What follows belongs to an exercise in optimizing a design on an open flow for small area; a production flow would make more cautious choices. At most, simulation tests tie the RTL to the original design; equivalence was not proved. The RTL of runs 2 to 4 was laid out without a check of its function. In run 8 the design's own scripts or RTL, not TritonCTS, make the clock network. The flow treats the clock pin as an ideal source. Dropping or thinning the clock tree relies on that and would not hold on a real chip. Power is estimated from default activity; no workload was simulated.

--- design/flow/config.mk ---
export PLATFORM = sky130hd
export DESIGN_NAME = Zad_8_1
export DESIGN_NICKNAME = Zad_8_1
export VERILOG_FILES = /design/flow/design.v
export SDC_FILE = /design/flow/constraint.sdc
export NUM_CORES = 4
export LEC_CHECK = 0
export CAP_MARGIN = 20
export CORE_MARGIN = 2
export CORE_UTILIZATION = 40
export SLEW_MARGIN = 20
--- design/flow/constraint.sdc ---
create_clock -name core_clock -period 7.0 [get_ports {clk}]
set_input_delay 1.4000 -clock core_clock [delete_from_list [all_inputs] [get_ports {clk}]]
set_output_delay 1.4000 -clock core_clock [all_outputs]
set_load 0.01 [all_outputs]
--- design/flow/design.v ---
`timescale 1ns / 1ps
module Zad_1_1(
        input logic[11:0] input0,
        input logic[11:0] input1,
        output logic[23:0] output0
    );
always_comb begin
    output0 = input0*input1;
end
endmodule
`timescale 1ns / 1ps
module Zad_6_2(
    input logic clk,
    input logic rst,
    input logic start,
    output logic ready,
    input logic [23:0] input0,
    input logic [23:0] input1,
    output logic [47:0] output0
    );
    logic [11:0] mtp_input0, mtp_input1;
    logic [23:0] mtp_output0;
    Zad_1_1 Zad_1_1(.input0(mtp_input0),
                       .input1(mtp_input1),
                       .output0(mtp_output0));
    logic[11:0] a0, a1, b0, b1;
    assign a0 = input0[11:0];
    assign a1 = input0[23:12];
    assign b0 = input1[11:0];
    assign b1 = input1[23:12];
    logic [23:0] tmp;
    logic [47:0] result;
    assign output0 = result;
    localparam logic [2:0] IDLE = 3'd0, P0 = 3'd1, P1 = 3'd2, P2 = 3'd3, DONE = 3'd4;
    logic [2:0] state;
    always_ff @ (posedge clk) begin: fsm
        if(rst) begin
            state <= IDLE;
            ready <= 1'b0;
        end
        else begin
        case(state)
            IDLE: begin
                ready <=1'b0;
                if(start==1'b0) begin
                    state<=IDLE;
                 end
                 else begin
                    result<=48'h0;
                    tmp<=mtp_output0;
                    state<=P0;
                end
            end
            P0: begin
                result[23:0]<=tmp;
                tmp <= mtp_output0;
                state <=P1;
            end
            P1: begin
                result[35:12]<=result[35:12]+tmp;
                tmp<=mtp_output0;
                state<=P2;
            end
            P2: begin
                result[36:12] <= result[35:12] + tmp;
                tmp <= mtp_output0;
                state<=DONE;
            end
            DONE: begin
                result[47:24]<=result[47:24] + tmp;
                ready<=1'b1;
                state<=IDLE;
            end
            default: begin
                state<=IDLE;
            end
       endcase
       end
   end: fsm
   always_comb begin
   case(state)
        IDLE:begin
            mtp_input0 =a0;
            mtp_input1 =b0;
        end
        P0:begin
            mtp_input0 =a1;
            mtp_input1 =b0;
        end
        P1:begin
            mtp_input0 =a0;
            mtp_input1 =b1;
        end
        P2:begin
            mtp_input0 =a1;
            mtp_input1 =b1;
        end
        default:begin
            mtp_input0 =12'h0;
            mtp_input1 =12'h0;
        end
   endcase
   end
endmodule
`timescale 1ns / 1ps
module Zad_8_1(
       input logic [15:0] input0,
       output logic [23:0] output0,
       input logic clk,
       input logic rst,
       input logic start,
       output logic ready
    );
localparam logic [23:0] A = 24'h0F0F0D;  
localparam logic [23:0] B = 24'h169696;  
localparam logic [23:0] HALF = 24'h040000;  
localparam logic [23:0] TWO = 24'h100000;  
logic [4:0] scaling;  
logic [47:0] mtpResult;  
logic [23:0] scaledVal;
logic [23:0] approxedVal;
logic [23:0] newVal;
logic mtp_start;
logic mtp_ready;
logic[23:0] mtp_input0;
logic[23:0] mtp_input1;
logic[47:0] mtp_output0;
Zad_6_2 mtp_inst(
        .clk(clk),
        .rst(rst),
        .start(mtp_start),
        .ready(mtp_ready),
        .input0(mtp_input0),
        .input1(mtp_input1),
        .output0(mtp_output0));
localparam logic [3:0] IDLE = 4'd0, COMP_AND_SCALE = 4'd1, MUL_A = 4'd2, SUB_B = 4'd3,
                       MUL_SCALED = 4'd4, SUB_2 = 4'd5, MUL_NEW = 4'd6, CHECK_EQ = 4'd7,
                       ASSIGN_NEW = 4'd8, MUL_SCALING = 4'd9, DONE = 4'd10;
logic [3:0] state;
    always_ff@(posedge clk) begin: fsm
        if(rst) begin
            state<=IDLE;
            ready<=1'b0;
        end
        else begin
        case(state)
        IDLE: begin
            ready<=1'b0;
            if(start==1'b0) begin
                state<=IDLE;
            end
            else begin
                scaledVal<=input0;
                scaling <= 5'd19;
                state<=COMP_AND_SCALE;
                end
         end
         COMP_AND_SCALE: begin
                if(scaledVal == 24'h0) begin
                    approxedVal<=24'hFFFFFF;
                    scaling<=5'd0;
                    state<=DONE;
                end
                else if(scaledVal<HALF) begin
                    scaledVal<=scaledVal << 1;
                    scaling <= scaling - 5'd1;
                    state<=COMP_AND_SCALE;
                end
                else begin
                    state<=MUL_A;
                end
         end
         MUL_A: begin
                if(mtp_ready==1'b1) begin
                    mtpResult<=mtp_output0;
                    state<=SUB_B;
                 end
                 else begin
                    state<=MUL_A;
                 end
         end
         SUB_B: begin
                approxedVal <= B - mtpResult[42:19];
                state<=MUL_SCALED;
         end
         MUL_SCALED: begin
                if(mtp_ready ==1'b1) begin
                    mtpResult<=mtp_output0;
                    state<=SUB_2;
                 end
                 else begin
                    state<=MUL_SCALED;
                 end
         end
         SUB_2: begin
            newVal <= TWO-mtpResult[42:19];
            state <= MUL_NEW;
         end
         MUL_NEW: begin
                if(mtp_ready == 1'b1) begin
                    mtpResult <= mtp_output0;
                    state<=CHECK_EQ;
                 end
                 else begin
                    state <= MUL_NEW;
                 end
          end
          CHECK_EQ: begin
                if(approxedVal == mtpResult[42:19]) begin
                    state <= DONE;
                end
                else begin
                    state<=ASSIGN_NEW;
                    newVal<=mtpResult[42:19];
                end    
          end
          ASSIGN_NEW: begin
                approxedVal<=newVal;
                state<=MUL_SCALED;
          end
          DONE: begin
                output0<=(approxedVal >>scaling);
                ready<=1'b1;
                state<=IDLE;
          end
          default: begin
                state<=IDLE;
          end
         endcase
         end
    end: fsm
    always_comb begin
        case(state)
            MUL_A: begin
                mtp_start = ~mtp_ready;
                mtp_input0 = A;
                mtp_input1 = scaledVal;
            end
            MUL_SCALING: begin
                mtp_start = ~mtp_ready;
                mtp_input0 = {19'h0, scaling};
                mtp_input1 = approxedVal;   
            end    
            MUL_SCALED: begin
                mtp_start = ~mtp_ready;
                mtp_input0 = approxedVal;
                mtp_input1 = scaledVal;
            end
            MUL_NEW: begin
                mtp_start = ~mtp_ready;
                mtp_input0 = approxedVal;
                mtp_input1 = newVal; 
             end
            default: begin
                mtp_start = 1'b0;
                mtp_input0 = 24'h0;
                mtp_input1 = 24'h0;
            end                       
        endcase
   end             
endmodule
--- design/flow/run.sh ---
#!/bin/bash
# synth_recipe.tcl (not shown) runs the flow's synth.tcl, then flattens the netlist and writes it again
# the make line also repeats each setting of config.mk as NAME=value (left out here)
make -C /OpenROAD-flow-scripts/flow DESIGN_CONFIG=/design/flow/config.mk WORK_HOME=/design/flow/orfs CLKGATE_MAP_FILE= SYNTH_SCRIPT=/design/flow/synth_recipe.tcl finish
==> results of run 1 <==
## metal layers
layer,vias up,GRT usage [%],wire length [um]
met5,-,0,0
met4,0,10.1,2120
met3,98,3.50,2900
met2,496,37.5,23200
met1,6632,30.7,21700
li1,6364,-,-
## flip-flops by register name, summed over array words and instances (netlist names)
signal	count
mtp_inst.state	3
scaling	5
ready	1
mtp_inst.tmp	24
scaledVal	24
state	4
mtp_inst.ready	1
approxedVal	24
mtpResult	24
output0	24
newVal	24
mtp_inst.result	31
## critical path, delay by kind of cell (launching register included)
kind | cells | cell delay, ns
fa+ha+maj | 6 | 3.11
flops | 1 | 0.40
simple gates | 3 | 0.35
buf+inv | 6 | 0.75
compound gates | 9 | 1.71
xor+xnor | 1 | 0.08
## final timing paths
check / cells after the start / startpoint / slack, ns / end
setup / recovery: 25 / state[1] / 0.33 / mtp_inst.tmp[23]
hold / removal: 0 / mtp_inst.result[36] / 0.48 / mtpResult[36]
setup reg to reg: 25 / state[1] / 0.33 / mtp_inst.tmp[23]
hold reg to reg: 0 / mtp_inst.result[36] / 0.48 / mtpResult[36]
## per-stage QoR
step / TNS [ns] / utilization [%] / area [um2]
finish: 0 / 45.2 / 18900
global route: -0.0151 / 45.2 / 18900
CTS: 0 / 45.0 / 18800
detailed placement: 0 / 43.5 / 18200
global placement: 0 / 43.5 / 18200
floorplan: 0 / - / 17000
## cell families after synthesis
group           after synthesis
xor+xnor                    113
buf+inv                     246
flops                       189
mux                          57
simple gates                517
fa+ha+maj                   209
compound gates              449
## where the power goes
| part | total, W | leakage [nW] | switching [W] | internal, W |
|---|---|---|---|---|
| registers | 0.00141 | 1.67 | 0.0000861 | 0.00132 |
| logic | 0.000872 | 5.62 | 0.000527 | 0.000345 |
| clock network | 0.00103 | 0.280 | 0.000488 | 0.000538 |
| total | 0.00331 | 7.58 | 0.00110 | 0.00221 |
## timing repair
| item | in CTS | in global routing |
|---|---|---|
| hold endpoints to repair | 0 | 0 |
| endpoints found under the setup margin | 0 | 7 |
| setup buffers | 0 | 4 |
| resized for setup | 0 | 28 |
## cell usage in the layout (no fill, tap or decap), types with 23 or more instances in the layout
cell type        Yosys  final
nand2b_1            24     23
a211oi_1            27     26
and2_1              28     27
xnor2_1             52     52
edfxtp_1           180    180
clkdlybuf4s50_1      0     43
a21o_1              30     30
inv_1              151    150
o21ai_0             98     94
nand2_1            175    173
xor2_1              61     61
nor2b_1             33     33
nor3_1              28     24
nor2_1             137    132
o22ai_1             24     24
ha_1               107    107
buf_4                8     64
mux2i_1             23     23
a21oi_1            131    128
fa_1               102    102
mux2_2              23     23
## layout make-up
cell class,count,area [um2]
timing repair buffer,113,1010
clock inverter,12,153
inverter,151,567
clock buffer,20,437
sequential,189,5590
tap,539,674
multi-input combinational,1345,10500
fill,3932,22900
==> results.tsv, run 1 <==
metric	value	unit
vias	13600	
cts_buffer_depth	2	
tritoncts	built	
dieArea	0.0440	mm2
synth_top_area_share	31.9	%
path_max_fanout	11	
p_leak	7.58	nW
viasPerCell	5.74	
grt_pass1_wl	77.8	mm
cts_buffers	17	
yosysTopAreaCell	edfxtp_1	
yosys_warnings	3	
yosysMostFrequentCell	edfxtp_1	
drv_slew	0	
cp.arrival	6.88	ns
synth_fa_ha_area_share	19.9	%
start_util	40.5	%
grt_overflow	0	
h-tree-depth	4	
outcome	complete, no violations	
cp-start-kind	register	
synth_seq_area_share	32.9	%
synthToLayoutAreaGrowth	11.7	%
drtPass1Iterations	7	
wl	49.9	mm
ys_top_cells_by_count	edfxtp_1 (180), nand2_1 (175), inv_1 (151)	
critPathKind	reg2reg	
synth.avg_cell_area	9.52	um2
placed_cells	2332	
finalWorstSetupSlack	0.328	ns
synthArstFlopShare	0	%
grt_usage	23.1	%
grt_max_degree	36	
synth_top_family_by_area	adder cells	
synth_area	0.0170	mm2
diodes	0	
ys_ff_latch	189	
skew	0.0172	ns
drt_first_iter_violations	1078	
synth-simple-area-share	14.4	%
power.density	175	mW/mm2
min_period_over_period	95.3	%
synthFlopType	edfxtp_1	
required	7.21	ns
hold_path.class	reg2reg	
ys_types	77	
clock_latency	0.47	ns
cpMaxStageDelayCell	fa_1	
ant_nets	0	
finalHoldViolCount	0	
antenna_found_initial	0	
die_y	210	um
routedWlPerCell	21.0	um
worstMarginPinSlew	1.03	ns
power	0.00331	W
cts.hold.buffers_added	0	
drive_gt1_share	9.34	%
place_hpwl	39.5	mm
grt_pass1_vias	13300	
fin_nets	2045	
final_cell_count_no_fill	2369	
max_freq	150	MHz
irDropWorstVdd	132	uV
holdWs	0.479	ns
pre_cts_slack	0.151	ns
io_pins	44	
end_kind	register	
maxCapViolations	0	
routabilityCongestion	0.960	
setup_viol	0	
core-area	0.0419	mm2
max-slew-margin-rel	31.1	%
period_needed	6.67	ns
portBuffers	43	
die_w	210	um
cp_common_cell	fa_1	
cts_sinks	189	
syn_inst	1780	
synth.area.top_cells	edfxtp_1 (32%), fa_1 (12%), ha_1 (7.9%), nand2_1 (3.9%), a21oi_1 (3.9%)	
drc	0	
synthMuxAreaShare	4.35	%
syn_nets	2008	
synth_compound_area_share	16.7	%
clock-root-buffer	clkbuf_16	
synth_xor_area_share	5.84	%
max_stage_delay	0.56	ns
cts.clk_slew.worst_paths	0.08	ns
synth_edf_count	180	
rows	75	
==> inputs of run 2 (changes only) <==
==> design/flow/design.v (replaced) <==
`timescale 1ns / 1ps
module Zad_8_1(
       input logic [15:0] input0,
       output logic [23:0] output0,
       input logic clk,
       input logic rst,
       input logic start,
       output logic ready
    );
logic [15:0] dn;    
logic [15:0] r;     
logic [19:0] q;     
logic [4:0] cnt;    
logic first, clr, qb;
logic [16:0] t, op, sum;
logic [17:0] c;
assign first = (cnt == 5'd0);
assign clr = (cnt >= 5'd20);             
assign t = {r, first};                   
assign op = {1'b1, dn};
assign c[0] = 1'b1;
genvar i;
generate for (i = 0; i < 17; i++) begin : g_sub
    assign sum[i] = t[i] ^ op[i] ^ c[i];
    assign c[i+1] = (t[i] & op[i]) | (t[i] & c[i]) | (op[i] & c[i]);
end endgenerate
assign qb = c[17];    
always_ff @(posedge clk) begin
    if (start) dn <= ~input0;
    if (clr)     r <= 16'd0;
    else if (qb) r <= sum[15:0];
    else         r <= t[15:0];
    q <= {q[18:0], qb};
    if (rst)                cnt <= 5'd21;
    else if (start)         cnt <= 5'd0;
    else if (cnt != 5'd21)  cnt <= cnt + 5'd1;
end
assign ready = (cnt == 5'd20);
assign output0 = {{4{dn == 16'hFFFF}}, q};
endmodule
==> design/flow/flow/run.sh (new file) <==
#!/bin/bash
cp standard.sh standard_sh_copy.txt
cp config.mk config_mk_copy.txt
export BUFFER_PORTS_ARGS="-buffer_cell sky130_fd_sc_hd__buf_1"
export CTS_ARGS="-sink_clustering_enable -repair_clock_nets -dont_use_dummy_load"
bash standard.sh > standard.log 2>&1
==> design/flow/standard.sh (new file) <==
#!/bin/bash
# synth_recipe.tcl (not shown) runs the flow's synth.tcl, then flattens the netlist and writes it again
# the make line also repeats each setting of config.mk as NAME=value (left out here)
make -C /OpenROAD-flow-scripts/flow DESIGN_CONFIG=/design/flow/config.mk WORK_HOME=/design/flow/orfs CLKGATE_MAP_FILE= SYNTH_SCRIPT=/design/flow/synth_recipe.tcl "${@:-finish}"
removed: design/flow/run.sh
==> results.tsv, run 2 <==
metric	value	unit	change
top_regs	q: 20 flops, dn: 16 flops, r: 16 flops		
dpl-instance-area	0.00247	mm2	-86%
vias	1366		-90%
period_needed	6.71	ns	+0.0411 ns
mostFrequentLayoutCells	buf_1 (42), dfxtp_1 (40), nand2_1 (29)		
yosys_warnings	1		-2
viasPerCell	4.51		-21%
syn_nets	218		-89%
clock-root-buffer	clkbuf_8		
drive_gt1_share	17.2	%	+7.8 points
die_w	78.1	um	-63%
final_util	50.5	%	+5.3 points
min_period_over_period	95.9	%	+0.59 points
core-area	0.00520	mm2	-88%
finalHoldViolCount	0		unchanged
grt_max_degree	22		-39%
critPathKind	reg2reg		
skew	0.0101	ns	-0.00714 ns
yosysMostFrequentCell	dfxtp_1		
synth_seq_area_share	59.3	%	+26 points
finalSetupTns	0	ns	unchanged
start_util	42.2	%	+1.7 points
placed_cells	294		-87%
setup_viol	0		unchanged
final_area	0.00263	mm2	-86%
synthFlopType	dfxtp_1		
grt_pass1_vias	1377		-90%
irDropWorstVdd	212	uV	+61%
grt_setup_unrepaired	no		
yosysTopAreaCell	dfxtp_1		
power.density	392	mW/mm2	+120%
power	0.00103	W	-69%
syn_inst	180		-90%
ys_ff_latch	57		-70%
maxCapViolations	0		unchanged
synth_area	0.00220	mm2	-87%
synthArstFlopShare	0	%	unchanged
clockPowerShare	21.2	%	-9.8 points
synth.avg_cell_area	12.2	um2	+28%
sw_frac_of_total	32.5	%	-0.76 points
largest_reg_flops	20		-35%
cp-start-kind	register		
fillers	488		-88%
final_common_cell	buf_1		
fin_nets	273		-87%
h-tree-depth	3		-1
portBuffers	43		unchanged
drv_slew	0		unchanged
rows	26		-65%
routedWlPerCell	11.6	um	-45%
ys_types	31		-60%
ys_top_cells_by_count	dfxtp_1 (41), nand2_1 (29), inv_1 (23)		
p_leak	1.05	nW	-86%
synth_edf_count	16		-91%
routabilityCongestion	0.733		-24%
p_seq_share	48.4	%	+5.8 points
cts.clk_slew.worst_paths	0.05	ns	-0.03 ns
synthToLayoutAreaGrowth	19.7	%	
tritoncts	built		
io_pins	44		unchanged
clock_latency	0.33	ns	-0.14 ns
end_kind	register		
ant_nets	0		unchanged
cts_sinks	57		-70%
path_max_fanout	15		+4
worstMarginPinSlew	0.696	ns	-0.333 ns
dieArea	0.00610	mm2	-86%
p_switching	0.000335	W	-70%
grt_pass1_wl	6.25	mm	-92%
cts.hold.buffers_added	0		unchanged
antenna_found_initial	0		unchanged
cp.arrival	6.89	ns	about the same
max-slew-margin-rel	53.2	%	+22 points
required	7.17	ns	-0.04 ns
die_y	78.1	um	-63%
hold_path.class	reg2reg		
drc	0		unchanged
diodes	0		unchanged
max_freq	149	MHz	-0.61%
synth.area.top_cells	dfxtp_1 (37%), edfxtp_1 (22%), fa_1 (14%), nand2_1 (5.0%), inv_1 (3.9%)		
cts_buffer_depth	2		unchanged
final_cell_count_no_fill	303		-87%
p_int	0.000695	W	-69%
drtPass1Iterations	6		-1
max_flop_register	q		
grt_overflow	0		unchanged
p_comb_share	30.4	%	+4.0 points
outcome	complete, no violations		
wl	3.50	mm	-93%
synth_top_area_share	37.4	%	+5.5 points
place_hpwl	2.52	mm	-94%
cts_buffers	9		-8
grt_usage	13.8	%	-9.3 points
drt_first_iter_violations	74		-93%
## run 2: cell types whose count changed in the layout (fill, tap and decap cells not counted), sizes merged, moves of 103 or more
cell / before / now
inv: 157 / 24
nor2: 138 / 3
ha: 107 / 4
o21ai: 108 / 0
nand2: 175 / 29
a21oi: 134 / 15
edfxtp: 180 / 16
## run 2: path summary, 6_finish.rpt
path / cells after the start / startpoint / end / slack, ns
worst min register to register: 0 / q[5] / q[6] / 0.34
worst min-delay path: 0 / q[5] / q[6] / 0.34
worst max-delay path: 27 / cnt[1] / r[7] / 0.29
worst max register to register: 27 / cnt[1] / r[7] / 0.29
## run 2: per-layer routing
metal  vias to the layer above  track usage, %  part of all wire [%]
li1                        682               -                     -
met1                       640            15.8                    44
met2                        37            20.9                    47
met3                         7            7.24                   6.3
met4                         0            7.54                   2.0
met5                         -               0                     0
## run 2: layout make-up
class | instances | area (um2) | share of cell area [%]
Clock buffer | 9 | 124 | 4.71
Inverter | 24 | 90.1 | 3.43
Multi-Input combinational cell | 91 | 778 | 29.6
Sequential cell | 57 | 1300 | 49.5
Tap cell | 70 | 87.6 | 3.33
Timing Repair Buffer | 52 | 246 | 9.38
## run 2: metrics by stage
| step | hold slack [ns] | worst slack (ns) |
|---|---|---|
| 3_3_place_gp | 0.331 | -0.142 |
| 6_report | 0.343 | 0.287 |
| 2_1_floorplan | 0.382 | 0.000782 |
| 3_5_place_dp | 0.334 | -0.220 |
| 5_1_grt | 0.354 | 0.0205 |
| 4_1_cts | 0.346 | 0.0293 |
## run 2: repair_timing
| item | 4_1_cts | 5_1_grt |
|---|---|---|
| buffers inserted | 0 | 0 |
| resized for setup | 7 | 6 |
| setup endpoints to repair | 17 | 17 |
## run 2: kinds of logic after synthesis
kind of cell / after synthesis / synth area share, %
XOR/XNOR: 4 / 1.60
AND/OR/NAND/NOR: 47 / 10.3
adder cells (fa/ha/maj): 19 / 16.0
multiplexers: 1 / 0.456
AO/OA/AOI/OAI: 20 / 5.36
flip-flops: 57 / 59.3
buffers and inverters: 32 / 7.12
## run 2: power groups by stage
| stage | combinational [W] | clock [W] | sequential [W] |
|---|---|---|---|
| 3_3_place_gp | 0.000294 | 0 | 0.000502 |
| 4_1_cts | 0.000315 | 0.000227 | 0.000499 |
| 5_1_grt | 0.000361 | 0.000244 | 0.000514 |
| 3_5_place_dp | 0.000303 | 0 | 0.000503 |
| 2_1_floorplan | 0.000188 | 0 | 0.000518 |
| 6_report | 0.000313 | 0.000219 | 0.000498 |
## run 2: critical path: stages, from the launching register on
cell and delay (ns):
dfxtp_1 0.32, inv_1 0.05, ha_1 0.20, nand2b_4 0.07
or3_4 0.11, ha_1 0.13, inv_1 0.05, fa_2 0.34
fa_2 0.35, fa_2 0.35, fa_2 0.34, fa_2 0.34
fa_2 0.34, fa_2 0.35, fa_2 0.35, fa_2 0.35
fa_2 0.34, fa_2 0.34, fa_2 0.35, fa_2 0.35
fa_1 0.38, inv_2 0.07, fa_1 0.16, nor2b_4 0.16
inv_2 0.07, buf_12 0.15, nand2_1 0.07, a21oi_1 0.06
==> inputs of run 3 (changes only) <==
==> design/flow/flow/run.sh (replaced) <==
#!/bin/bash
export BUFFER_PORTS_ARGS="-buffer_cell sky130_fd_sc_hd__buf_1"
export CTS_ARGS="-sink_clustering_enable -repair_clock_nets -dont_use_dummy_load -sink_clustering_size 64 -sink_clustering_max_diameter 300 -buf_list sky130_fd_sc_hd__clkbuf_16"
bash standard.sh > standard.log 2>&1
==> results.tsv, run 3 <==
metric	value	unit	change
outcome	complete, no violations		
fin_nets	273		unchanged
grt_pass1_vias	1398		+1.5%
syn_nets	218		unchanged
yosysMostFrequentCell	dfxtp_1		
yosys_warnings	1		unchanged
rows	26		unchanged
cp_common_cell	fa_2		
holdWs	0.343	ns	-0.000108 ns
synthToLayoutAreaGrowth	24.4	%	
place_hpwl	2.52	mm	unchanged
clock_latency	0.31	ns	-0.02 ns
multi_input_area	781	um2	+0.32%
critPathKind	reg2reg		
core-area	0.00520	mm2	unchanged
ys_types	31		unchanged
drv_slew	0		unchanged
dpl-instance-area	0.00247	mm2	unchanged
h-tree-depth	3		unchanged
maxCapViolations	0		unchanged
viasPerCell	4.44		-1.5%
antenna_found_initial	0		unchanged
max-slew-margin-rel	53.0	%	-0.17 points
ant_nets	0		unchanged
skew	0.00684	ns	-0.00321 ns
routed.top_layer	met4		
dieArea	0.00610	mm2	unchanged
cts_sinks	57		unchanged
period_needed	6.74	ns	+0.0243 ns
power.density	422	mW/mm2	+7.8%
synth_seq_area_share	59.3	%	unchanged
final_common_cell	buf_1		
mostFrequentLayoutCells	buf_1 (42), dfxtp_1 (40), nand2_1 (29)		
wl_met1	1.56	mm	+0.58%
cts.clk_slew.worst_paths	0.04	ns	about the same
synth.avg_cell_area	12.2	um2	unchanged
io_pins	44		unchanged
die_y	78.1	um	unchanged
final_area	0.00273	mm2	+4.0%
synth.area.top_cells	dfxtp_1 (37%), edfxtp_1 (22%), fa_1 (14%), nand2_1 (5.0%), inv_1 (3.9%)		
finalSetupTns	0	ns	unchanged
p_leak	1.09	nW	+4.4%
cts.hold.buffers_added	0		unchanged
cpMaxStageDelayCell	fa_1		
syn_inst	180		unchanged
clock-root-buffer	clkbuf_16		
drtPass1Iterations	4		-2
cts_buffer_depth	2		unchanged
cts_buffers	9		unchanged
path_max_fanout	15		unchanged
synthFlopType	dfxtp_1		
cp-start-kind	register		
max_stage_delay	0.38	ns	about the same
max_flop_register	q		
routedWlPerCell	11.7	um	+0.97%
irDropWorstVdd	263	uV	+24%
met2_length	1.76	mm	+6.3%
diodes	0		unchanged
synth_top_area_share	37.4	%	unchanged
ys_ff_latch	57		unchanged
top_regs	q: 20 flops, dn: 16 flops, r: 16 flops		
finalWorstSetupSlack	0.263	ns	-0.0243 ns
worstMarginPinSlew	0.698	ns	+0.00248 ns
end_kind	register		
start_util	42.2	%	unchanged
pre_cts_slack	-0.220	ns	unchanged
grt_usage	13.9	%	+0.071 points
min_period_over_period	96.2	%	+0.35 points
drt_first_iter_violations	69		-6.8%
drive_gt1_share	17.6	%	+0.43 points
largest_reg_flops	20		unchanged
portBuffers	43		unchanged
fillers	477		-2.3%
die_w	78.1	um	unchanged
cp.arrival	6.90	ns	about the same
setup_viol	0		unchanged
synth_area	0.00220	mm2	unchanged
crit_family	adder cells		
yosysTopAreaCell	dfxtp_1		
hold_path.class	reg2reg		
final_util	52.5	%	+2.0 points
met3_length	201	um	-9.5%
finalHoldViolCount	0		unchanged
max_freq	148	MHz	-0.36%
tritoncts	built		
grt_setup_unrepaired	no		
synth_edf_count	16		unchanged
vias	1346		-1.5%
drc	0		unchanged
crit_buf_inv	5		unchanged
grt_overflow	0		unchanged
required	7.16	ns	about the same
wl	3.54	mm	+0.97%
synthArstFlopShare	0	%	unchanged
seq_area	0.00130	mm2	unchanged
grt_pass1_wl	6.32	mm	+1.1%
routabilityCongestion	0.733		unchanged
ys_top_cells_by_count	dfxtp_1 (41), nand2_1 (29), inv_1 (23)		
grt_max_degree	22		unchanged
run 3: changes by cell type in the layout (fill, tap and decap cells not counted):
cell,previous run,this run
fa_1,2,1
clkbuf_16,0,9
fa_2,13,14
clkbuf_8,9,0
run 3: cells by family after synthesis:
kind of cell	after synthesis	synth area share [%]
flip-flops	57	59.3
AND/OR/NAND/NOR	47	10.3
buffers and inverters	32	7.12
AO/OA/AOI/OAI	20	5.36
adder cells (fa/ha/maj)	19	16.0
XOR/XNOR	4	1.60
multiplexers	1	0.456
run 3: layout make-up:
class                           instances  area share (%)
Clock buffer                            9            8.24
Inverter                               24            3.30
Multi-Input combinational cell         91            28.6
Sequential cell                        57            47.7
Tap cell                               70            3.21
Timing Repair Buffer                   52            9.02
run 3: worst paths after layout:
path         slack (ns)  depth (start not counted)    to    from
min                0.34                          0  q[5]    q[4]
max                0.26                         27  r[7]  cnt[1]
max reg2reg        0.26                         27  r[7]  cnt[1]
min reg2reg        0.34                          0  q[5]    q[4]
run 3: where the power goes:
part	total [W]	leakage (nW)	switching, W	internal, W
clock	0.000340	0.111	0.000118	0.000223
sequential	0.000500	0.495	0.0000598	0.000440
combinational	0.000314	0.487	0.000171	0.000143
run 3: metal layers:
| metal | GRT usage (%) | up-vias |
|---|---|---|
| met2 | 21.4 | 33 |
| li1 | - | 676 |
| met5 | 0 | - |
| met3 | 7.24 | 2 |
| met4 | 7.02 | 0 |
| met1 | 15.8 | 635 |
run 3: metrics by stage:
stage / power, W / std cells
after global placement: 0.000797 / 294
after global routing: 0.00125 / 303
after detailed placement: 0.000806 / 294
after CTS: 0.00117 / 303
final: 0.00115 / 303
after floorplan: 0.000706 / 180
run 3: timing repair:
item,in CTS,in global routing
setup buffers,0,0
gates resized for setup,7,7
endpoints found under the hold margin,0,0
setup endpoints to repair,17,17
pin swaps,0,0
==> inputs of run 4 (changes only) <==
==> design/flow/flow/run.sh (replaced) <==
#!/bin/bash
export BUFFER_PORTS_ARGS="-buffer_cell sky130_fd_sc_hd__buf_1"
export CTS_ARGS="-sink_clustering_enable -repair_clock_nets -dont_use_dummy_load -buf_list sky130_fd_sc_hd__clkbuf_4"
bash standard.sh > standard.log 2>&1
==> results.tsv, run 4 <==
metric	value	unit	change
cts_buffers	9		unchanged
grt_pass1_wl	6.22	mm	-1.5%
synthFlopType	dfxtp_1		
worstMarginPinSlew	0.695	ns	-0.00286 ns
ys_ff_latch	57		unchanged
post_cts_buffers	0		unchanged
rows	26		unchanged
ant_nets	0		unchanged
placed_cells	294		unchanged
finalWorstSetupSlack	0.290	ns	+0.0269 ns
grt_pass1_vias	1367		-2.2%
largest_reg_flops	20		unchanged
setup_viol	0		unchanged
fin_nets	273		unchanged
yosysMostFrequentCell	dfxtp_1		
finalSetupTns	0	ns	unchanged
yosys_warnings	1		unchanged
die_w	78.1	um	unchanged
dieArea	0.00610	mm2	unchanged
drc	0		unchanged
drv_slew	0		unchanged
p_leak	1.02	nW	-6.3%
viasPerCell	4.52		+1.7%
ys_types	31		unchanged
cp.arrival	6.93	ns	+0.03 ns
routabilityCongestion	0.733		unchanged
routedWlPerCell	11.5	um	-1.9%
synth_edf_count	16		unchanged
grt_usage	13.7	%	-0.20 points
irDropWorstVdd	199	uV	-24%
cp-start-kind	register		
rrSetupSlack	0.29	ns	+0.03 ns
path_max_fanout	15		unchanged
synth_area	0.00220	mm2	unchanged
clock_latency	0.38	ns	+0.07 ns
h-tree-depth	3		unchanged
synthToLayoutAreaGrowth	17.2	%	
top_regs	q: 20 flops, dn: 16 flops, r: 16 flops		
synth_top_area_share	37.4	%	unchanged
r2r_start	cnt[0]		
wl	3.47	mm	-1.9%
mostFrequentLayoutCells	buf_1 (42), dfxtp_1 (39), nand2_1 (29)		
crit_path_start	cnt[0]		
end_kind	register		
drt_first_iter_violations	58		-16%
hold_path.class	reg2reg		
grt_max_degree	22		unchanged
antenna_found_initial	0		unchanged
grt.met3_usage	5.86	%	-1.4 points
power	0.000965	W	-16%
required	7.22	ns	+0.06 ns
syn_inst	180		unchanged
final_util	49.4	%	-3.1 points
hp-start	q[5]		
core-area	0.00520	mm2	unchanged
tritoncts	built		
max_freq	149	MHz	+0.40%
pre_cts_slack	-0.220	ns	unchanged
yosysTopAreaCell	dfxtp_1		
cts_buffer_depth	2		unchanged
synth.avg_cell_area	12.2	um2	unchanged
grt_setup_unrepaired	no		
diodes	0		unchanged
start_util	42.2	%	unchanged
min_period_over_period	95.9	%	-0.38 points
power.density	375	mW/mm2	-11%
synth_seq_area_share	59.3	%	unchanged
syn_nets	218		unchanged
grt_overflow	0		unchanged
outcome	complete, no violations		
skew	0.0146	ns	+0.00780 ns
finalHoldViolCount	0		unchanged
final_cell_count_no_fill	303		unchanged
io_pins	44		unchanged
die_y	78.1	um	unchanged
grtUsageMet2	20.9	%	-0.43 points
max-slew-margin-rel	53.2	%	+0.19 points
met1_usage	15.6	%	-0.22 points
portBuffers	43		unchanged
cts.clk_slew.worst_paths	0.08	ns	+0.04 ns
period_needed	6.71	ns	-0.0269 ns
clock-root-buffer	clkbuf_4		
synthArstFlopShare	0	%	unchanged
critPathKind	reg2reg		
top_usage_layer	met2		
cts_sinks	57		unchanged
ys_top_cells_by_count	dfxtp_1 (41), nand2_1 (29), inv_1 (23)		
vias	1369		+1.7%
synth.area.top_cells	dfxtp_1 (37%), edfxtp_1 (22%), fa_1 (14%), nand2_1 (5.0%), inv_1 (3.9%)		
final_common_cell	buf_1		
drive_gt1_share	17.6	%	unchanged
drtPass1Iterations	4		unchanged
maxCapViolations	0		unchanged
place_hpwl	2.52	mm	unchanged
max_flop_register	q		
run 4: cell counts after synthesis:
Identical to the previous run, type by type.
run 4: layout make-up:
type | count | area [um2]
Tap cell | 70 | 87.6
Fill cell | 498 | 2630
Multi-Input combinational cell | 91 | 778
Inverter | 24 | 90.1
Timing Repair Buffer | 52 | 246
Clock buffer | 9 | 67.6
Sequential cell | 57 | 1300
run 4: kinds of logic after synthesis:
logic type,count (synthesis),synth area share [%]
AO/OA/AOI/OAI,20,5.36
multiplexers,1,0.456
flip-flops,57,59.3
adder cells (fa/ha/maj),19,16.0
buffers and inverters,32,7.12
AND/OR/NAND/NOR,47,10.3
XOR/XNOR,4,1.60
run 4: power breakdown:
part	total, W	switching [W]	internal (W)
combinational	0.000312	0.000170	0.000142
sequential	0.000498	0.0000597	0.000438
clock	0.000155	0.0000952	0.0000596
total	0.000965	0.000325	0.000640
run 4: critical path, cell delays in order (launching register included):
cell      delay, ns
dfxtp_2        0.33
inv_1          0.04
ha_1           0.22
nand2b_4       0.07
or3_4          0.11
ha_1           0.13
inv_1          0.05
fa_2           0.34
fa_2           0.35
fa_2           0.35
fa_2           0.34
fa_2           0.34
fa_2           0.34
fa_2           0.35
fa_2           0.35
fa_2           0.35
fa_2           0.35
fa_2           0.34
fa_2           0.35
fa_2           0.35
fa_1           0.38
inv_2          0.07
fa_1           0.16
nor2b_4        0.16
inv_2          0.07
buf_12         0.15
nand2_1        0.07
a21oi_1        0.06
run 4: metal layers:
| layer | part of all wire, % | up-vias | wire, um |
|---|---|---|---|
| met5 | 0 | - | 0 |
| met4 | 3.0 | 0 | 105 |
| met3 | 5.9 | 9 | 204 |
| met2 | 47 | 38 | 1640 |
| met1 | 44 | 639 | 1520 |
| li1 | - | 683 | - |
run 4: path summary, 6_finish.rpt:
path                             end  cells after the start
worst max-delay path            r[5]                     27
worst min-delay path            q[6]                      0
worst max register to register  r[5]                     27
worst min register to register  q[6]                      0
run 4: per-stage QoR:
step | hold WS, ns | area [um2]
2_1_floorplan | 0.382 | 2210
3_3_place_gp | 0.331 | 2470
3_5_place_dp | 0.334 | 2470
4_1_cts | 0.348 | 2560
5_1_grt | 0.354 | 2570
6_report | 0.351 | 2570
run 4: what timing repair did:
action                                 4_1_cts  5_1_grt
gates resized for setup                      7        7
hold buffers                                 0        0
endpoints found under the hold margin        0        0
setup endpoints to repair                   17       17
pin swaps                                    0        0
==> inputs of run 5 (changes only) <==
==> design/flow/design.v (replaced) <==
`timescale 1ns / 1ps
module Zad_8_1(
       input logic [15:0] input0,
       output logic [23:0] output0,
       input logic clk,
       input logic rst,
       input logic start,
       output logic ready
    );
logic [15:0] d;     
logic [16:0] r;     
logic [19:0] q;     
logic [4:0] cnt;    
logic first, s, z;
assign z = (d == 16'd0);
logic [16:0] t, op, sum;
logic [17:0] c;
assign first = (cnt == 5'd0);
assign s = r[16] & ~first;                   
assign t = {r[15:0] & {16{~first}}, first};   
assign op = s ? {1'b0, d} : {1'b1, ~d};
assign c[0] = ~s;
genvar i;
generate for (i = 0; i < 17; i++) begin : g_add
    assign sum[i] = t[i] ^ op[i] ^ c[i];
    assign c[i+1] = (t[i] & op[i]) | (t[i] & c[i]) | (op[i] & c[i]);
end endgenerate
always_ff @(posedge clk) begin
    if (start) d <= input0;
    r <= sum;
    q <= {q[18:0], ~sum[16] | z};
    if (rst)                cnt <= 5'd21;
    else if (start)         cnt <= 5'd0;
    else if (cnt != 5'd21)  cnt <= cnt + 5'd1;
end
assign ready = (cnt == 5'd20);
assign output0 = {{4{z}}, q};
endmodule
==> design/flow/run.sh (new file) <==
#!/bin/bash
# synth_recipe.tcl (not shown) runs the flow's synth.tcl, then flattens the netlist and writes it again
# the make line also repeats each setting of config.mk as NAME=value (left out here)
make -C /OpenROAD-flow-scripts/flow DESIGN_CONFIG=/design/flow/config.mk WORK_HOME=/design/flow/orfs CLKGATE_MAP_FILE= SYNTH_SCRIPT=/design/flow/synth_recipe.tcl finish
removed: design/flow/flow/run.sh
removed: design/flow/standard.sh
==> results.tsv, run 5 <==
metric	value	unit	change
outcome	complete, no violations		
grt_overflow	0		unchanged
drtPass1Iterations	4		unchanged
synth_top_area_share	38.0	%	+0.61 points
cts_buffer_depth	2		unchanged
critPathKind	reg2reg		
drc	0		unchanged
cp_common_cell	fa_2		
power.density	478	mW/mm2	+28%
die_w	78.4	um	+0.38%
r2r_end	r[16]		
min_period_over_period	97.1	%	+1.2 points
final_common_cell	clkdlybuf4s50_1		
sw_frac_of_total	33.4	%	-0.26 points
yosysMostFrequentCell	dfxtp_1		
syn_inst	161		-11%
yosysTopAreaCell	dfxtp_1		
rrSetupSlack	0.20	ns	-0.08 ns
rows	27		+3.8%
cp.arrival	7.01	ns	+0.08 ns
drive_gt1_share	20.5	%	+2.9 points
cts_sinks	58		+1.8%
max_stage_delay	0.53	ns	+0.15 ns
max_flop_register	q		
synth_seq_area_share	59.7	%	+0.44 points
drt_first_iter_violations	30		-48%
ant_nets	0		unchanged
met1_usage	15.7	%	+0.12 points
grt.met3_usage	5.52	%	-0.34 points
vias	1313		-4.1%
period_needed	6.80	ns	+0.0847 ns
viasPerCell	4.44		-1.8%
mostFrequentLayoutCells	clkdlybuf4s50_1 (43), dfxtp_1 (42), xnor2_1 (17)		
routedWlPerCell	13.1	um	+14%
irDropWorstVdd	191	uV	-4.1%
path_max_fanout	4		-11
holdWs	0.349	ns	-0.00180 ns
p_leak	1.20	nW	+17%
final_util	54.8	%	+5.4 points
grt_setup_unrepaired	yes		
holdPathStages	0		unchanged
dieArea	0.00614	mm2	+0.76%
h-tree-depth	3		unchanged
ys_top_cells_by_count	dfxtp_1 (42), xnor2_1 (17), edfxtp_1 (16), inv_1 (16), fa_1 (15)		
holdPathEnd	q[15]		
ys_types	30		-3.2%
finalHoldViolCount	0		unchanged
clock-root-buffer	clkbuf_8		
end_kind	register		
clock_latency	0.33	ns	-0.05 ns
skew	0.00946	ns	-0.00517 ns
ys_ff_latch	58		+1.8%
worstPathCellList	inv_2, ha_2, or4b_4, nand2_8, xor2_4, fa_2, fa_1, inv_1, fa_2, fa_2, fa_2, fa_2, fa_2, fa_2, fa_2, fa_2, fa_2, fa_2, fa_2, fa_2, fa_2, o21a_1, or2_2		
required	7.22	ns	about the same
cts_buffers	9		unchanged
final_area	0.00298	mm2	+16%
portBuffers	43		unchanged
io_pins	44		unchanged
max-slew-margin-rel	37.2	%	-16 points
cts.clk_slew.worst_paths	0.07	ns	about the same
wl	3.87	mm	+12%
grt_usage	14.5	%	+0.76 points
p_seq_share	37.6	%	-14 points
p_int	0.000950	W	+48%
p_comb_share	43.9	%	+12 points
crit_buf_inv	2		-3
grt_max_degree	22		unchanged
cts.hold.buffers_added	0		unchanged
drv_slew	0		unchanged
grt_pass1_wl	6.46	mm	+3.8%
tritoncts	built		
p_switching	0.000476	W	+47%
synth.avg_cell_area	13.7	um2	+13%
hp-start	q[14]		
die_y	78.4	um	+0.38%
largest_reg_flops	20		unchanged
yosys_warnings	1		unchanged
power	0.00143	W	+48%
fin_nets	256		-6.2%
worstMarginPinSlew	0.940	ns	+0.244 ns
hold_path.class	reg2reg		
syn_nets	198		-9.2%
grtUsageMet2	24.2	%	+3.3 points
top_usage_layer	met2		
grt_pass1_vias	1403		+2.6%
crit_family	adder cells		
antenna_found_initial	0		unchanged
maxCapViolations	0		unchanged
synth.area.top_cells	dfxtp_1 (38%), edfxtp_1 (22%), fa_1 (14%), xnor2_1 (6.7%), inv_1 (2.7%)		
synthToLayoutAreaGrowth	34.7	%	
place_hpwl	2.86	mm	+14%
synth_area	0.00221	mm2	+0.80%
routabilityCongestion	0.737		+0.55%
core-area	0.00544	mm2	+4.5%
r2r_start	cnt[1]		
diodes	0		unchanged
setup_viol	0		unchanged
cp-start-kind	register		
clockPowerShare	18.5	%	+2.5 points
top_regs	q: 20 flops, r: 17 flops, d: 16 flops		
synthFlopType	dfxtp_1		
dpl-instance-area	0.00277	mm2	+12%
reg2reg_depth	23		-15%
start_util	40.7	%	-1.5 points
synthArstFlopShare	0	%	unchanged
max_freq	147	MHz	-1.2%
synth_edf_count	16		unchanged
cpMaxStageDelayCell	or4b_4		
run 5: worst max path at each step:
stage	start	to	slack, ns	depth (start not counted)
after floorplan	cnt[0]	r[16]	0.04	24
after global placement	cnt[1]	r[16]	-0.05	23
after detailed placement	cnt[1]	r[16]	-0.22	23
after CTS	cnt[1]	r[16]	0.01	23
after global routing	cnt[0]	r[16]	-0.01	23
final	cnt[1]	r[16]	0.20	23
run 5: logic make-up after synthesis:
logic type | Yosys count | share of synthesized area [%]
and+or+nand+nor | 35 | 9.10
AOI/OAI and AO/OA | 6 | 1.92
adders and majority gates | 18 | 15.3
muxes | 1 | 0.452
xor gates and xnor gates | 20 | 7.91
buffers and inverters | 23 | 5.65
DFF | 58 | 59.7
run 5: what timing repair did:
item / 4_1_cts / 5_1_grt
cloned: 0 / 0
resized for setup: 5 / 5
pin swaps: 2 / 3
endpoints found under the setup margin: 3 / 2
setup buffers: 0 / 1
run 5: cell type report:
class | instances | area, um2
Fill cell | 448 | 2460
Multi-Input combinational cell | 80 | 827
Clock buffer | 11 | 141
Timing Repair Buffer | 54 | 513
Clock inverter | 5 | 28.8
Tap cell | 72 | 90.1
Sequential cell | 58 | 1320
Inverter | 16 | 60.1
run 5: power groups by stage:
stage,Sequential [W],Clock (W),Combinational (W)
after floorplan,0.000565,0,0.000352
after global routing,0.000549,0.000286,0.000720
final,0.000537,0.000263,0.000627
after detailed placement,0.000544,0,0.000609
after global placement,0.000537,0,0.000578
after CTS,0.000539,0.000275,0.000622
run 5: metrics by stage:
| stage | TNS [ns] | worst slack, ns | cells |
|---|---|---|---|
| final | 0 | 0.205 | 296 |
| after global routing | -0.0127 | -0.0127 | 296 |
| after CTS | 0 | 0.0129 | 295 |
| after detailed placement | -0.375 | -0.220 | 279 |
| after global placement | -0.0523 | -0.0523 | 279 |
| after floorplan | 0 | 0.0381 | 161 |
run 5: per-layer routing:
| layer | routed length (um) | share of wire, % | vias up |
|---|---|---|---|
| met1 | 1580 | 41 | 648 |
| met4 | 61 | 1.6 | 0 |
| met5 | 0 | 0 | - |
| met3 | 157 | 4.1 | 8 |
| li1 | - | - | 632 |
| met2 | 2070 | 53 | 25 |
==> inputs of run 6 (changes only) <==
==> design/flow/design.v (replaced) <==
`timescale 1ns / 1ps
module Zad_8_1(
       input logic [15:0] input0,
       output logic [23:0] output0,
       input logic clk,
       input logic rst,
       input logic start,
       output logic ready
    );
logic [15:0] d;     
logic [15:0] rn;    
logic [18:0] q;     
logic [4:0] cnt;    
logic done, clr, qb, hi;
logic [16:0] tn, dx, sn;    
logic [17:0] k;             
assign done = (cnt == 5'b00110);         
assign clr = done | (cnt == 5'b00000);   
assign tn = {rn, 1'b1};
assign dx = {1'b0, d};
assign k[0] = 1'b0;
genvar i;
generate for (i = 0; i < 17; i++) begin : g_sub
    assign sn[i] = tn[i] ^ dx[i] ^ k[i];
    assign k[i+1] = (tn[i] & dx[i]) | (tn[i] & k[i]) | (dx[i] & k[i]);
end endgenerate
assign qb = ~k[17];    
always_ff @(posedge clk) begin
    if (start) d <= input0;
    if (clr)     rn <= {15'h7FFF, input0 == 16'd1};
    else if (qb) rn <= sn[15:0];
    else         rn <= tn[15:0];
    q <= {q[17:0], qb};
    if (rst)                cnt <= 5'b00000;
    else if (start)         cnt <= 5'b00001;
    else if (done)          cnt <= 5'b00000;
    else                    cnt <= {cnt[3:0], cnt[4] ^ cnt[2]};
end
assign hi = (d[15:1] == 15'd0);          
assign ready = done;
assign output0 = {{4{hi & ~d[0]}}, hi, q};
endmodule
==> design/flow/flow/run.sh (new file) <==
#!/bin/bash
# The standard layout (standard.sh), with buf_1 cells as the port buffers
# and the clock tree built from the buffers listed below, without dummy loads.
export BUFFER_PORTS_ARGS="-buffer_cell sky130_fd_sc_hd__buf_1"
export CTS_ARGS="-repair_clock_nets -dont_use_dummy_load -buf_list sky130_fd_sc_hd__clkbuf_1 sky130_fd_sc_hd__clkbuf_2"
bash standard.sh > standard.log 2>&1
==> design/flow/standard.sh (new file) <==
#!/bin/bash
# synth_recipe.tcl (not shown) runs the flow's synth.tcl, then flattens the netlist and writes it again
# the make line also repeats each setting of config.mk as NAME=value (left out here)
make -C /OpenROAD-flow-scripts/flow DESIGN_CONFIG=/design/flow/config.mk WORK_HOME=/design/flow/orfs CLKGATE_MAP_FILE= SYNTH_SCRIPT=/design/flow/synth_recipe.tcl "${@:-finish}"
removed: design/flow/run.sh
==> results.tsv, run 6 <==
metric	value	unit	change
synth_seq_area_share	62.8	%	+3.1 points
pre_cts_slack	0.133	ns	+0.352 ns
ys_top_cells_by_count	dfxtp_1 (40), nand2_1 (28), edfxtp_1 (16)		
syn_nets	190		-4.0%
error	[ERROR STA-0564] clock_tree_synthesis positional arguments not supported.		
synth.area.top_cells	dfxtp_1 (39%), edfxtp_1 (24%), fa_1 (15%), nand2_1 (5.2%), nand3_1 (3.7%)		
portBuffers	43		unchanged
synthFlopType	dfxtp_1		
synth_area	0.00204	mm2	-7.9%
io_pins	44		unchanged
place_hpwl	2.41	mm	-16%
synth_top_area_share	39.3	%	+1.3 points
placed_cells	261		-6.5%
rows	25		-7.4%
outcome	stopped before the end		
yosysTopAreaCell	dfxtp_1		
syn_inst	156		-3.1%
lastStage	clock tree synthesis (4_1_cts)		
synthArstFlopShare	0	%	unchanged
die_w	75.4	um	-3.8%
yosys_warnings	1		unchanged
die_y	75.4	um	-3.8%
ys_types	26		-13%
ys_ff_latch	56		-3.4%
start_util	42.3	%	+1.6 points
synth.avg_cell_area	13.1	um2	-4.9%
yosysMostFrequentCell	dfxtp_1		
synth_edf_count	16		unchanged
routabilityCongestion	0.820		+11%
dpl-instance-area	0.00226	mm2	-19%
run 6: cell types whose count changed after synthesis, moves of 2 or more:
cell	delta
and2_1	+3
nand2_1	+15
o21bai_1	-3
ha_1	-3
xnor2_1	-15
inv_1	-11
nor4_1	+2
a31oi_1	+2
nand3_1	+12
xor2_1	-3
dfxtp_1	-2
run 6: worst max-delay path by stage:
stage	slack, ns	to	startpoint	cells past startpoint
after detailed placement	0.13	rn[10]	d[0]	22
after floorplan	0.40	rn[10]	d[0]	22
after global placement	0.18	rn[15]	d[0]	22
run 6: stage by stage:
| step | total power (W) | utilization [%] |
|---|---|---|
| after detailed placement | 0.000502 | 46.9 |
| after global placement | 0.000502 | 46.9 |
| after floorplan | 0.000462 | - |
run 6: kinds of logic after synthesis:
family / after synthesis / share of synthesized area (%)
AOI/OAI and AO/OA: 5 / 1.72
xor gates and xnor gates: 2 / 0.859
adders and majority gates: 15 / 14.7
buffers and inverters: 14 / 4.17
DFF: 56 / 62.8
and+or+nand+nor: 64 / 15.7
run 6: power groups by stage:
stage	combinational [W]	sequential, W	clock (W)
floorplan	0.0000533	0.000409	0
global placement	0.000100	0.000402	0
detailed placement	0.0000995	0.000403	0
==> inputs of run 7 (changes only) <==
==> design/flow/flow/run.sh (replaced) <==
#!/bin/bash
# The standard layout (standard.sh), with buf_1 cells as the port buffers
# and the clock tree built from the buffers listed below, without dummy loads.
export BUFFER_PORTS_ARGS="-buffer_cell sky130_fd_sc_hd__buf_1"
export CTS_ARGS="-sink_clustering_enable -repair_clock_nets -dont_use_dummy_load -sink_clustering_size 30 -sink_clustering_max_diameter 200 -buf_list sky130_fd_sc_hd__clkbuf_8"
bash standard.sh > standard.log 2>&1
==> results.tsv, run 7 <==
metric	value	unit	change
worstMarginPinSlew	0.858	ns	
grt_usage	13.4	%	
ys_top_cells_by_count	dfxtp_1 (40), nand2_1 (28), edfxtp_1 (16)		
synth_top_area_share	39.3	%	unchanged
clock-root-buffer	clkbuf_8		
skew	0.0237	ns	
routabilityCongestion	0.820		unchanged
max_freq	150	MHz	
clockPowerShare	23.8	%	
diodes	0		
drc	0		
yosysMostFrequentCell	dfxtp_1		
ys_ff_latch	56		unchanged
cts_buffer_depth	2		
antenna_found_initial	0		
outcome	complete, no violations		
cts_buffers	5		
cp-start-kind	register		
max_stage_delay	0.40	ns	
placed_cells	261		unchanged
final_cell_count_no_fill	266		
syn_inst	156		unchanged
p_int	0.000480	W	
clock_latency	0.31	ns	
h-tree-depth	2		
final_common_cell	buf_1		
cpMaxStageDelayCell	fa_1		
routedWlPerCell	11.8	um	
synthArstFlopShare	0	%	unchanged
vias	1203		
place_hpwl	2.41	mm	unchanged
cts_resized	0		
die_y	75.4	um	unchanged
p_leak	0.871	nW	
setup_viol	0		
drv_slew	0		
dieArea	0.00569	mm2	
synth_area	0.00204	mm2	unchanged
seq_area	0.00128	mm2	
synthFlopType	dfxtp_1		
post_cts_buffers	0		
finalHoldViolCount	0		
drt_first_iter_violations	43		
tritoncts	built		
fin_nets	235		
critPathKind	reg2reg		
grt_overflow	0		
die_w	75.4	um	unchanged
viasPerCell	4.52		
ys_types	26		unchanged
largest_reg_flops	19		
top_regs	q: 19 flops, d: 16 flops, rn: 16 flops		
end_kind	register		
grt_max_degree	19		
hold_path.class	reg2reg		
rows	25		unchanged
max-slew-margin-rel	42.8	%	
holdWs	0.331	ns	
min_period_over_period	94.9	%	
core-area	0.00482	mm2	
portBuffers	43		unchanged
cp_common_cell	fa_1		
cts.clk_slew.worst_paths	0.10	ns	
p_comb_share	15.4	%	
synth.area.top_cells	dfxtp_1 (39%), edfxtp_1 (24%), fa_1 (15%), nand2_1 (5.2%), nand3_1 (3.7%)		
synth_edf_count	16		unchanged
multi_input_area	681	um2	
required	7.23	ns	
finalSetupTns	0	ns	
worstPathCellList	inv_2, fa_1, inv_1, fa_1, fa_1, fa_1, fa_1, fa_1, fa_2, fa_2, fa_1, fa_1, fa_1, fa_1, fa_1, fa_1, fa_1, and2_4, inv_2, buf_12, nand2_1, nand3_1		
cts.hold.buffers_added	0		
start_util	42.3	%	unchanged
grt_pass1_vias	1153		
path_max_fanout	14		
yosys_warnings	1		unchanged
synth_seq_area_share	62.8	%	unchanged
grt_setup_unrepaired	no		
syn_nets	190		unchanged
synth.avg_cell_area	13.1	um2	unchanged
synthToLayoutAreaGrowth	14.4	%	
cts_sinks	56		
ant_nets	0		
p_switching	0.000169	W	
wl	3.13	mm	
cp.arrival	6.87	ns	
mostFrequentLayoutCells	buf_1 (43), dfxtp_1 (40), nand2_1 (28)		
io_pins	44		unchanged
max_flop_register	q		
drive_gt1_share	8.04	%	
maxCapViolations	0		
final_util	48.4	%	
fillers	435		
p_seq_share	60.8	%	
power.density	278	mW/mm2	
period_needed	6.65	ns	
sw_frac_of_total	26.1	%	
irDropWorstVdd	137	uV	
grt_pass1_wl	5.53	mm	
drtPass1Iterations	4		
yosysTopAreaCell	dfxtp_1		
run 7: cell counts after synthesis:
No cell type changed its count.
run 7: logic make-up (layout without fill, tap and decap cells):
kind of cell | after synthesis | count (layout) | share of synthesized area, %
AND/OR/NAND/NOR | 64 | 64 | 15.7
flip-flops | 56 | 56 | 62.8
adder cells (fa/ha/maj) | 15 | 15 | 14.7
buffers and inverters | 14 | 57 | 4.17
AO/OA/AOI/OAI | 5 | 5 | 1.72
XOR/XNOR | 2 | 2 | 0.859
run 7: worst max-delay path: cells and delay by family (launching register included):
family / cells / cell delay (ns)
adders and majority gates: 15 / 5.50
and+or+nand+nor: 3 / 0.31
buffers and inverters: 4 / 0.38
DFF: 1 / 0.38
run 7: worst paths after layout:
path / startpoint / end / slack, ns / cells past startpoint
max: d[0] / rn[6] / 0.35 / 22
min: q[9] / q[10] / 0.33 / 0
max reg2reg: d[0] / rn[6] / 0.35 / 22
min reg2reg: q[9] / q[10] / 0.33 / 0
run 7: layout make-up:
class / instances / area share (%)
multi-input combinational: 86 / 29.2
timing repair buffer: 46 / 8.42
tap: 67 / 3.59
sequential: 56 / 54.9
clock buffer: 5 / 2.95
inverter: 6 / 0.965
run 7: through the flow:
step	worst slack (ns)	area [um2]	power, W
global placement	0.185	2260	0.000502
global route	0.0351	2330	0.000693
CTS	0.0928	2330	0.000655
floorplan	0.397	2040	0.000462
finish	0.355	2330	0.000649
detailed placement	0.133	2260	0.000502
run 7: power by group through the flow:
stage | Combinational (W) | Clock, W | Sequential, W
final | 0.000100 | 0.000155 | 0.000395
after global routing | 0.000117 | 0.000175 | 0.000401
after CTS | 0.000100 | 0.000160 | 0.000395
after detailed placement | 0.0000995 | 0 | 0.000403
after global placement | 0.000100 | 0 | 0.000402
after floorplan | 0.0000533 | 0 | 0.000409
run 7: metal layers:
metal / up-vias / part of all wire, % / GRT usage (%)
li1: 605 / - / -
met1: 562 / 49 / 19.9
met2: 31 / 45 / 18.3
met3: 5 / 4.3 / 4.37
met4: 0 / 1.7 / 5.26
met5: - / 0 / 0
==> inputs of run 8 (changes only) <==
==> design/flow/flow/run.sh (replaced) <==
#!/bin/bash
# The standard layout (standard.sh), with buf_1 cells as the port buffers and
# a one-level clock distribution (flow/clkn.tcl) in place of TritonCTS.
export OWN_FLOW_DIR=$(pwd)/flow
export BUFFER_PORTS_ARGS="-buffer_cell sky130_fd_sc_hd__buf_1"
export PRE_CTS_TCL=$OWN_FLOW_DIR/cts_pre.tcl
export CLK_NBUF=2
export CLK_BUF=sky130_fd_sc_hd__clkbuf_16
bash standard.sh > standard.log 2>&1
==> design/flow/flow/clkn.tcl (new file) <==
# Clock distribution without CTS: the clock port drives CLK_NBUF buffers of type
# CLK_BUF directly, each driving one cluster of registers (k-means on the register
# locations), placed at its cluster's centroid.
set nbuf $::env(CLK_NBUF)
set bcell $::env(CLK_BUF)
set block [ord::get_db_block]
set dbu [$block getDbUnitsPerMicron]
set pts {}
foreach it [[$block findNet clk] getITerms] {
  set b [[$it getInst] getBBox]
  lappend pts [list [expr {([$b xMin] + [$b xMax]) / 2.0 / $dbu}] [expr {([$b yMin] + [$b yMax]) / 2.0 / $dbu}] [$it getInst]]
}
set pts [lsort -real -index 0 $pts]
set n [llength $pts]
# initial centres: spread along x
set cen {}
for {set k 0} {$k < $nbuf} {incr k} {
  set p [lindex $pts [expr {int(($k + 0.5) * $n / $nbuf)}]]
  lappend cen [list [lindex $p 0] [lindex $p 1]]
}
for {set iter 0} {$iter < 50} {incr iter} {
  set asg {}
  foreach p $pts {
    set best 0; set bd 1e18
    for {set k 0} {$k < $nbuf} {incr k} {
      set c [lindex $cen $k]
      set dd [expr {abs([lindex $p 0] - [lindex $c 0]) + abs([lindex $p 1] - [lindex $c 1])}]
      if {$dd < $bd} { set bd $dd; set best $k }
    }
    lappend asg $best
  }
  set new {}
  for {set k 0} {$k < $nbuf} {incr k} {
    set sx 0; set sy 0; set m 0
    foreach p $pts a $asg { if {$a == $k} { set sx [expr {$sx + [lindex $p 0]}]; set sy [expr {$sy + [lindex $p 1]}]; incr m } }
    if {$m > 0} { lappend new [list [expr {$sx / $m}] [expr {$sy / $m}]] } else { lappend new [lindex $cen $k] }
  }
  set cen $new
}
for {set k 0} {$k < $nbuf} {incr k} {
  set pins {}
  foreach p $pts a $asg { if {$a == $k} { lappend pins [get_pins -of_objects [get_cells [[lindex $p 2] getName]] -filter "direction == input && is_clock"] } }
  set c [lindex $cen $k]
  puts "clock buffer $k: [llength $pins] registers at $c"
  insert_buffer -buffer_cell $bcell -net clk -load_pins $pins -location $c -buffer_name clkbuf_$k -net_name clknet_$k
}
==> design/flow/flow/cts_pre.tcl (new file) <==
# Sourced by ORFS's cts.tcl before clock_tree_synthesis (PRE_CTS_TCL): build the
# clock distribution with clkn.tcl and turn the following clock_tree_synthesis
# call into a no-op.
source $::env(OWN_FLOW_DIR)/clkn.tcl
rename clock_tree_synthesis {}
proc clock_tree_synthesis {args} { puts "clock_tree_synthesis skipped: clock buffers placed by clkn.tcl" }
==> results.tsv, run 8 <==
metric	value	unit	change
outcome	complete, no violations		
core-area	0.00482	mm2	unchanged
die_y	75.4	um	unchanged
cp-start-kind	register		
fin_nets	232		-1.3%
antenna_found_initial	0		unchanged
cp_common_cell	fa_1		
synthArstFlopShare	0	%	unchanged
die_w	75.4	um	unchanged
worstPathCellList	inv_2, fa_1, inv_1, fa_1, fa_1, fa_1, fa_1, fa_1, fa_2, fa_2, fa_1, fa_1, fa_1, fa_1, fa_1, fa_1, fa_1, and2_4, inv_2, buf_12, nand2_1, nand3_1		
synth_edf_count	16		unchanged
final_common_cell	buf_1		
yosysMostFrequentCell	dfxtp_1		
finalSetupTns	0	ns	unchanged
top_regs	q: 19 flops, d: 16 flops, rn: 16 flops		
finalHoldViolCount	0		unchanged
required	7.11	ns	-0.12 ns
min_period_over_period	95.1	%	+0.13 points
start_util	42.3	%	unchanged
p_leak	0.860	nW	-1.3%
vias	1173		-2.5%
routedWlPerCell	11.7	um	-0.83%
synth.area.top_cells	dfxtp_1 (39%), edfxtp_1 (24%), fa_1 (15%), nand2_1 (5.2%), nand3_1 (3.7%)		
rrSetupSlack	0.35	ns	about the same
synthFlopType	dfxtp_1		
viasPerCell	4.46		-1.4%
rows	25		unchanged
max_stage_delay	0.40	ns	about the same
synthToLayoutAreaGrowth	13.5	%	
pre_cts_slack	0.133	ns	unchanged
setup_viol	0		unchanged
grt_max_degree	30		+11
power	0.000625	W	-3.7%
dieArea	0.00569	mm2	unchanged
cp.arrival	6.76	ns	-0.11 ns
ys_ff_latch	56		unchanged
critPathKind	reg2reg		
skew	0.00775	ns	-0.0159 ns
drtPass1Iterations	4		unchanged
io_pins	44		unchanged
p_switching	0.000157	W	-7.2%
cpMaxStageDelayCell	fa_1		
ys_types	26		unchanged
max_flop_register	q		
final_util	48.1	%	-0.39 points
yosys_warnings	1		unchanged
p_comb_share	16.0	%	+0.6 points
diodes	0		unchanged
post_cts_buffers	0		unchanged
drive_gt1_share	6.63	%	-1.4 points
hold_path.class	reg2reg		
syn_inst	156		unchanged
drv_slew	0		unchanged
crit_family	adder cells		
synth_top_area_share	39.3	%	unchanged
p_seq_share	63.1	%	+2.3 points
routabilityCongestion	0.820		unchanged
portBuffers	43		unchanged
clock_latency	0.16	ns	-0.15 ns
largest_reg_flops	19		unchanged
drc	0		unchanged
end_kind	register		
grt_pass1_vias	1127		-2.3%
sw_frac_of_total	25.1	%	-0.93 points
irDropWorstVdd	120	uV	-12%
drt_first_iter_violations	38		-12%
grt_pass1_wl	5.37	mm	-2.9%
wl	3.07	mm	-2.0%
max_freq	150	MHz	-0.14%
p_int	0.000468	W	-2.5%
period_needed	6.65	ns	+0.00912 ns
path_max_fanout	14		unchanged
clockPowerShare	20.9	%	-2.9 points
yosysTopAreaCell	dfxtp_1		
synth.avg_cell_area	13.1	um2	unchanged
finalWorstSetupSlack	0.345	ns	-0.00912 ns
grt_usage	11.9	%	-1.5 points
worstMarginPinSlew	0.862	ns	+0.00470 ns
synth_area	0.00204	mm2	unchanged
grt_setup_unrepaired	no		
crit_buf_inv	4		unchanged
ant_nets	0		unchanged
maxCapViolations	0		unchanged
place_hpwl	2.41	mm	unchanged
synth_seq_area_share	62.8	%	unchanged
grt_overflow	0		unchanged
cts.clk_slew.worst_paths	0.10	ns	about the same
ys_top_cells_by_count	dfxtp_1 (40), nand2_1 (28), edfxtp_1 (16)		
syn_nets	190		unchanged
power.density	270	mW/mm2	-2.9%
max-slew-margin-rel	42.5	%	-0.31 points
mostFrequentLayoutCells	buf_1 (43), dfxtp_1 (40), nand2_1 (28)		
run 8: cell counts after synthesis:
No cell type changed its count.
run 8: area by class of cell, without the clock buffers:
class / instances / area (um2)
fillers: 442 / 2500
well taps: 67 / 83.8
multi-input cells: 86 / 681
flip-flops and latches: 56 / 1280
repair buffers: 46 / 196
inverters: 6 / 22.5
run 8: kinds of logic (layout without fill, tap and decap cells):
group | after synthesis | in the layout | share of synthesized area [%]
adder cells (fa/ha/maj) | 15 | 15 | 14.7
AO/OA/AOI/OAI | 5 | 5 | 1.72
AND/OR/NAND/NOR | 64 | 64 | 15.7
XOR/XNOR | 2 | 2 | 0.859
buffers and inverters | 14 | 54 | 4.17
flip-flops | 56 | 56 | 62.8
run 8: path summary, 6_finish.rpt:
path              start  endpoint  cells past startpoint
hold reg to reg   q[14]     q[15]                      0
setup / recovery   d[0]    rn[12]                     22
setup reg to reg   d[0]    rn[12]                     22
hold / removal    q[14]     q[15]                      0
run 8: timing repair:
item	in CTS	in global routing
setup endpoints to repair	0	17
hold buffers	0	0
gates resized for setup	0	5
run 8: metrics by stage:
stage               instance area (um2)  cells  hold WS [ns]
floorplan                          2040    156         0.382
finish                             2310    263         0.355
detailed placement                 2260    261         0.335
global placement                   2260    261         0.334
CTS                                2310    263         0.335
global route                       2310    263         0.362
run 8: power by group through the flow:
stage / Combinational, W / Clock [W] / Sequential [W]
global route: 0.000117 / 0.000145 / 0.000401
finish: 0.0000999 / 0.000131 / 0.000395
global placement: 0.000100 / 0 / 0.000402
floorplan: 0.0000533 / 0 / 0.000409
detailed placement: 0.0000995 / 0 / 0.000403
CTS: 0.000100 / 0.0000999 / 0.000403
run 8: routing by layer:
metal / track usage, % / vias up / routed length, um
met5: 0 / - / 0
met4: 0.780 / 0 / 27
met3: 0.529 / 2 / 84
met2: 18.2 / 19 / 1400
met1: 19.8 / 554 / 1560
li1: - / 598 / -

-- static timing again, ports no longer ideal --
How much do the figures lean on ideal ports? The routed layouts below were timed once more, with nothing changed but the port constraints. Step 1 (the two cells are an assumption about what drives the block):
set clk [get_ports {clk}]
set_driving_cell -lib_cell sky130_fd_sc_hd__clkbuf_16 $clk
set_driving_cell -lib_cell sky130_fd_sc_hd__buf_2 [delete_from_list [all_inputs] $clk]
Step 2 times the ports against the registers' clock, not the clock port: input delays grow and output delays shrink by t, the midpoint of the rising clock arrivals with the driver on. Slacks: ideal ports / drivers / drivers and shift; pairs: ideal ports / drivers.
run	t (ns)	setup WS [ns]	worst setup path at the end	clock arrival spread, ns	worst register clock-pin slew, ns
run 1	0.514	0.328 / 0.328 / 0.328	register to register	0.017 / 0.018	0.09 / 0.09
run 2	0.349	0.287 / 0.287 / 0.287	register to register	0.010 / 0.010	0.06 / 0.06
run 3	0.339	0.263 / 0.263 / 0.263	register to register	0.007 / 0.007	0.05 / 0.05
run 4	0.395	0.290 / 0.290 / 0.290	register to register	0.014 / 0.014	0.08 / 0.08
run 5	0.352	0.205 / 0.205 / 0.205	register to register	0.010 / 0.010	0.07 / 0.07
run 7	0.324	0.355 / 0.355 / 0.355	register to register	0.023 / 0.024	0.10 / 0.10
run 8	0.203	0.345 / 0.345 / 0.345	register to register	0.008 / 0.008	0.10 / 0.10
After both steps every run listed still meets setup and hold.
